Context: an optimization exercise on an open-source flow, tuned for small area and a short achievable clock period. The choices shown serve that exercise and are no tape-out recipe.
The RTL was checked by simulation tests, not by an equivalence proof against the original design.
The flow treats the clock pin as an ideal source. Dropping or thinning the clock tree relies on that and would not hold on a real chip.
Power and IR drop assume default switching activity.

==> flow/design.v <==
module top #(parameter clock_frequency = 100000000 )(
	input clk,
	input reset,
	input [31:0]baud_rate,
	input [7:0]data_in,
	input input_valid,
	output [7:0]data_out,
	output finished
	);
localparam [26:0] C_FULL = clock_frequency;
localparam [26:0] C_HALF = clock_frequency / 2;
localparam [3:0] S_P8 = 4'd8, S_P9 = 4'd9, S_P10 = 4'd10, S_G2 = 4'd11,
                 S_PAUSE = 4'd12, S_IDLE = 4'd13, S_ST1 = 4'd14, S_ST2 = 4'd15;
reg [25:0] b;         
reg [26:0] acc;
reg [3:0] state;
reg [7:0] data;
reg par;              
reg fin;
wire last = acc[26:1] < b;              
wire ready = (state == S_IDLE) | ((state == S_P10) & last);
wire force_ = (state == S_PAUSE) | (state == S_IDLE) | (state == S_ST1) | (state == S_ST2);
wire half = data[7] & ((state == S_P8) | (state == S_P9) | (state == S_PAUSE));
always @(posedge clk) begin
	b <= baud_rate[25:0];
	if (force_ | last)
		acc <= half ? C_HALF : C_FULL;
	else
		acc <= acc - {1'b0, b};
	par <= ready ? 1'b0 : ~par;
	if (ready & input_valid)
		data <= data_in;
	if (reset) begin
		state <= S_IDLE;
		fin <= 1'b0;
	end else begin
		fin <= (state == S_P9) & last;
		case (state)
		S_IDLE: if (input_valid) state <= S_ST1;
		S_ST1: state <= S_ST2;
		S_ST2: state <= 4'd0;
		S_PAUSE: state <= S_P9;
		S_P8: if (last) state <= (data[7] & ~par) ? S_PAUSE : S_P9;
		S_P9: if (last) state <= data[7] ? S_G2 : S_P10;
		S_G2: if (last) state <= S_P10;
		S_P10: if (last) state <= input_valid ? S_ST1 : S_IDLE;
		default: if (last) state <= state + 4'd1;
		endcase
	end
end
assign data_out = data;
assign finished = fin;
endmodule
Settings: LEC_CHECK=0, CAP_MARGIN=20, CORE_MARGIN=2, CORE_UTILIZATION=40, SLEW_MARGIN=20; clock period 90.0 ns.
run.sh (not shown) runs the stock make flow with config.mk's settings and CLKGATE_MAP_FILE= SYNTH_SCRIPT=/design/flow/synth_recipe.tcl, a recipe that flattens the netlist after the stock synthesis.
Next try:
--- a/flow/design.v
+++ b/flow/design.v
@@ -6,28 +6,42 @@
 	input input_valid,
 	output [7:0]data_out,
 	output finished
 	);
-localparam [26:0] C_FULL = clock_frequency;
-localparam [26:0] C_HALF = clock_frequency / 2;
+localparam [27:0] L_FULL = clock_frequency;
+localparam [27:0] L_HALF = clock_frequency / 2;
 localparam [3:0] S_P8 = 4'd8, S_P9 = 4'd9, S_P10 = 4'd10, S_G2 = 4'd11,
                  S_PAUSE = 4'd12, S_IDLE = 4'd13, S_ST1 = 4'd14, S_ST2 = 4'd15;
 reg [25:0] b;         
 reg [26:0] acc;
 reg [3:0] state;
 reg [7:0] data;
 reg par;              
 reg fin;
-wire last = acc[26:1] < b;              
+wire [27:0] sum;
+wire [27:0] cy;
+assign cy[0] = 1'b0;
+genvar i;
+generate for (i = 0; i < 27; i = i + 1) begin : add
+	wire bi = (i < 26) ? b[i] : 1'b0;
+	assign sum[i] = acc[i] ^ bi ^ cy[i];
+	assign cy[i+1] = (acc[i] & bi) | (cy[i] & (acc[i] ^ bi));
+end endgenerate
+assign sum[27] = cy[27];
+wire [28:0] gtf, gth;
+assign gtf[0] = 1'b0;
+assign gth[0] = 1'b0;
+generate for (i = 0; i < 28; i = i + 1) begin : cmp
+	assign gtf[i+1] = L_FULL[i] ? (sum[i] & gtf[i]) : (sum[i] | gtf[i]);
+	assign gth[i+1] = L_HALF[i] ? (sum[i] & gth[i]) : (sum[i] | gth[i]);
+end endgenerate
+wire half = (data[7] & (state == S_P9)) | (state == S_G2);
+wire last = half ? gth[28] : gtf[28];
 wire ready = (state == S_IDLE) | ((state == S_P10) & last);
 wire force_ = (state == S_PAUSE) | (state == S_IDLE) | (state == S_ST1) | (state == S_ST2);
-wire half = data[7] & ((state == S_P8) | (state == S_P9) | (state == S_PAUSE));
 always @(posedge clk) begin
 	b <= baud_rate[25:0];
-	if (force_ | last)
-		acc <= half ? C_HALF : C_FULL;
-	else
-		acc <= acc - {1'b0, b};
+	acc <= (force_ | last) ? {1'b0, b} : sum[26:0];
 	par <= ready ? 1'b0 : ~par;
 	if (ready & input_valid)
 		data <= data_in;
 	if (reset) begin
The new run completed with no timing, DRC or antenna violations.
Non-clock buffer count is unchanged.
Global-route usage drops by 3.7 points.
Cell count drops by 36%.
Sequential power climbs by about 7.5%.
Sequential cell count stays the same.
First-iteration DRC count drops by 51%.

* * *

Another version of the RTL of top (not shown whole).
Size: about 2500 um^2 of cells after synthesis.
==> module top, before the edit <==
module top #(parameter clock_frequency = 100000000 )(
	input clk,
	input reset,
	input [31:0]baud_rate,
	input [7:0]data_in,
	input input_valid,
	output [7:0]data_out,
	output finished
	);
localparam [27:0] L_FULL = clock_frequency;
localparam [27:0] L_HALF = clock_frequency / 2;
localparam [3:0] S_PAUSE = 4'd1,
                 S_P9 = 4'd3,
                 S_P10 = 4'd7,
                 S_G2 = 4'd15,
                 S_IDLE = 4'd14,
                 S_ST = 4'd13;
reg [25:0] b;         
reg [26:0] acc;
reg [3:0] state;
reg [7:0] data;
reg par;              
reg fin;
wire [27:0] sum;
wire [27:0] cy;
assign cy[0] = 1'b0;
genvar i;
generate for (i = 0; i < 27; i = i + 1) begin : add
	wire bi = (i < 26) ? b[i] : 1'b0;
	assign sum[i] = acc[i] ^ bi ^ cy[i];
	assign cy[i+1] = (acc[i] & bi) | (acc[i] & cy[i]) | (bi & cy[i]);
end endgenerate
assign sum[27] = cy[27];
wire [28:0] gtf, gth;
assign gtf[0] = 1'b0;
assign gth[0] = 1'b0;
generate for (i = 0; i < 28; i = i + 1) begin : cmp
	assign gtf[i+1] = L_FULL[i] ? (sum[i] & gtf[i]) : (sum[i] | gtf[i]);
	assign gth[i+1] = L_HALF[i] ? (sum[i] & gth[i]) : (sum[i] | gth[i]);
end endgenerate
wire half = (data[7] & (state == S_P9)) | (state == S_G2);
wire last = half ? gth[28] : gtf[28];
wire done = last & ((state == S_G2) | (~data[7] & (state == S_P10)));
wire ready = (state == S_IDLE) | done;
wire force_ = (state == S_PAUSE) | (state == S_IDLE) | (state == S_ST);
wire adv = last | (state == S_ST) | ((state == S_PAUSE) & (par | ~data[7]));
always @(posedge clk) begin
	b <= baud_rate[25:0];
	acc <= (force_ | last) ? {1'b0, b} : sum[26:0];
	par <= ready ? 1'b0 : ~par;
	if (ready)
		data <= data_in;
	if (reset) begin
		state <= S_IDLE;
		fin <= 1'b0;
	end else begin
		fin <= (state == S_P9) & last;
		if (ready)
			state <= input_valid ? S_ST : S_IDLE;
		else if (adv)
			state <= {state[2:0], state[3] ^ state[0]};
	end
end
assign data_out = data;
assign finished = fin;
endmodule
Settings: LEC_CHECK=0, CAP_MARGIN=20, CORE_MARGIN=2, CORE_UTILIZATION=40, SLEW_MARGIN=20; clock period 90.0 ns.
standard.sh (not shown) runs the stock make flow with config.mk's settings and CLKGATE_MAP_FILE= SYNTH_SCRIPT=/design/flow/synth_recipe.tcl, a recipe that flattens the netlist after the stock synthesis.
==> flow/flow/run.sh <==
#!/bin/bash
# Layout: the standard ORFS flow (standard.sh) with these changes.
#      * Yosys's synth skips its quick intermediate "abc -fast" (-noabc), so
#        the full-adder extraction sees the ripple-carry adder as written;
#      * the final ABC mapping uses flow/abc_area.script (area-oriented
#        mapping) instead of ORFS's speed script.
#  - After synthesis, flow/peephole.py merges NAND-NAND (NOR-NOR) triples
#    into single AND-OR (OR-AND) cells in the synthesized netlist (exact
#    logic identities; registers untouched).
#  - The port buffers are the smallest buffer cell (buf_1).
#  - A register driving an output port buffer and other logic gets a
#    separate buffer for the other logic (flow/outiso.tcl, before CTS).
#  - The clock tree is one level of clock buffers built by flow/clkbuf.tcl
#    before the CTS step (see that file).
# Tool output goes to synth.log, peephole.log and standard.log in this folder.
set -euo pipefail
W=$PWD
sed "s#log_cmd abc {\*}\$abc_args#log_cmd abc {*}[lreplace \$abc_args 1 1 $W/flow/abc_area.script]#" \
  "$FLOW_HOME/scripts/synth.tcl" > flow_synth_main.tcl
grep -q "abc_area.script" flow_synth_main.tcl
sed -e 's/yosys synth -nofsm -noshare /yosys synth -nofsm -noshare -noabc /' \
    -e "s#source \$::env(SCRIPTS_DIR)/synth.tcl#source $W/flow_synth_main.tcl#" \
    synth_recipe.tcl > flow_synth.tcl
grep -q -- '-noabc' flow_synth.tcl
grep -q "flow_synth_main.tcl" flow_synth.tcl
sed "s#SYNTH_SCRIPT=[^ ]*#SYNTH_SCRIPT=$W/flow_synth.tcl#" standard.sh > flow_standard.sh
grep -q "SYNTH_SCRIPT=$W/flow_synth.tcl" flow_standard.sh
export BUFFER_PORTS_ARGS="-buffer_cell sky130_fd_sc_hd__buf_1"
export PRE_CTS_TCL="$W/flow/pre_cts.tcl"
export CLKBUF_N=2
export CLKBUF_CELL=sky130_fd_sc_hd__clkbuf_16

bash flow_standard.sh synth > synth.log 2>&1
NET=$W/orfs/results/$FLOW_PLATFORM/top/base/1_2_yosys.v
cp "$NET" 1_2_yosys_orig.v
python3 flow/peephole.py 1_2_yosys_orig.v 1_2_yosys_pp.v > peephole.log 2>&1
sleep 1
cp 1_2_yosys_pp.v "$NET"
bash flow_standard.sh > standard.log 2>&1
Other scripts of this flow, unchanged in this note and not shown: flow/flow/abc_area.script, flow/flow/clkbuf.tcl, flow/flow/outiso.tcl, flow/flow/peephole.py, flow/flow/pre_cts.tcl
Change:
--- a/flow/design.v
+++ b/flow/design.v
@@ -8,14 +8,14 @@
 	output finished
 	);
 localparam [27:0] L_FULL = clock_frequency;
 localparam [27:0] L_HALF = clock_frequency / 2;
-localparam [3:0] S_PAUSE = 4'd1,
-                 S_P9 = 4'd3,
-                 S_P10 = 4'd7,
-                 S_G2 = 4'd15,
-                 S_IDLE = 4'd14,
-                 S_ST = 4'd13;
+localparam [3:0] S_PAUSE = 4'd10,
+                 S_P9 = 4'd5,
+                 S_P10 = 4'd11,
+                 S_G2 = 4'd7,
+                 S_IDLE = 4'd15,
+                 S_ST = 4'd14;
 reg [25:0] b;         
 reg [26:0] acc;
 reg [3:0] state;
 reg [7:0] data;
@@ -57,9 +57,9 @@
 		fin <= (state == S_P9) & last;
 		if (ready)
 			state <= input_valid ? S_ST : S_IDLE;
 		else if (adv)
-			state <= {state[2:0], state[3] ^ state[0]};
+			state <= {state[2:0], state[3] ^ state[2]};
 	end
 end
 assign data_out = data;
 assign finished = fin;
What happened: Register-to-register slack is better by 0.31 ns. Design area increases by about 0.8%. Routed wire length decreases by 0.30%. Sequential share of layout area decreases by 0.42 points. Area after synthesis increases by about 1.1%. Cell count increases by about 0.6%. Via count is unchanged. Power decreases by about 3.6%. Synthesized cell count increases by about 1.6%. Hold slack is worse by 0.0056 ns. Clock power barely changes. Utilization increases by 0.12 points.
In every run of this note, the design's own scripts or RTL, not TritonCTS, make the clock network.

[re-timing with driven ports]
Ports are ideal in the flow. The routed layouts listed here were re-timed in OpenROAD.
Step 1 assumes that a clkbuf_16 drives the clock port and a buf_2 every other input.
Step 2 moves the port delays by t, midway between the first and last clock arrival at a register: inputs arrive t later, outputs are due t later. That takes back most of the time a late clock gives input paths.
Three values: ideal, step 1, step 2; two values: the first two.
run	shift t [ns]	slack for setup (ns)	worst hold slack (ns)	pins driven straight from the clock port
the first run of note 1	0.382	70.658 / 70.626 / 70.503	0.408 / 0.408 / 0.408	1
the second run of note 1	0.367	70.696 / 70.666 / 70.569	0.439 / 0.439 / 0.439	1
the first run of note 2	0.216	71.266 / 71.219 / 71.435	0.430 / 0.430 / 0.430	2
the second run of note 2	0.217	71.274 / 71.227 / 71.445	0.425 / 0.425 / 0.425	2
After both steps setup and hold are still met in every run listed. The setup slack of the first run of note 1, which loses most, moves by -0.032 ns with the drivers and by -0.155 ns with both steps.
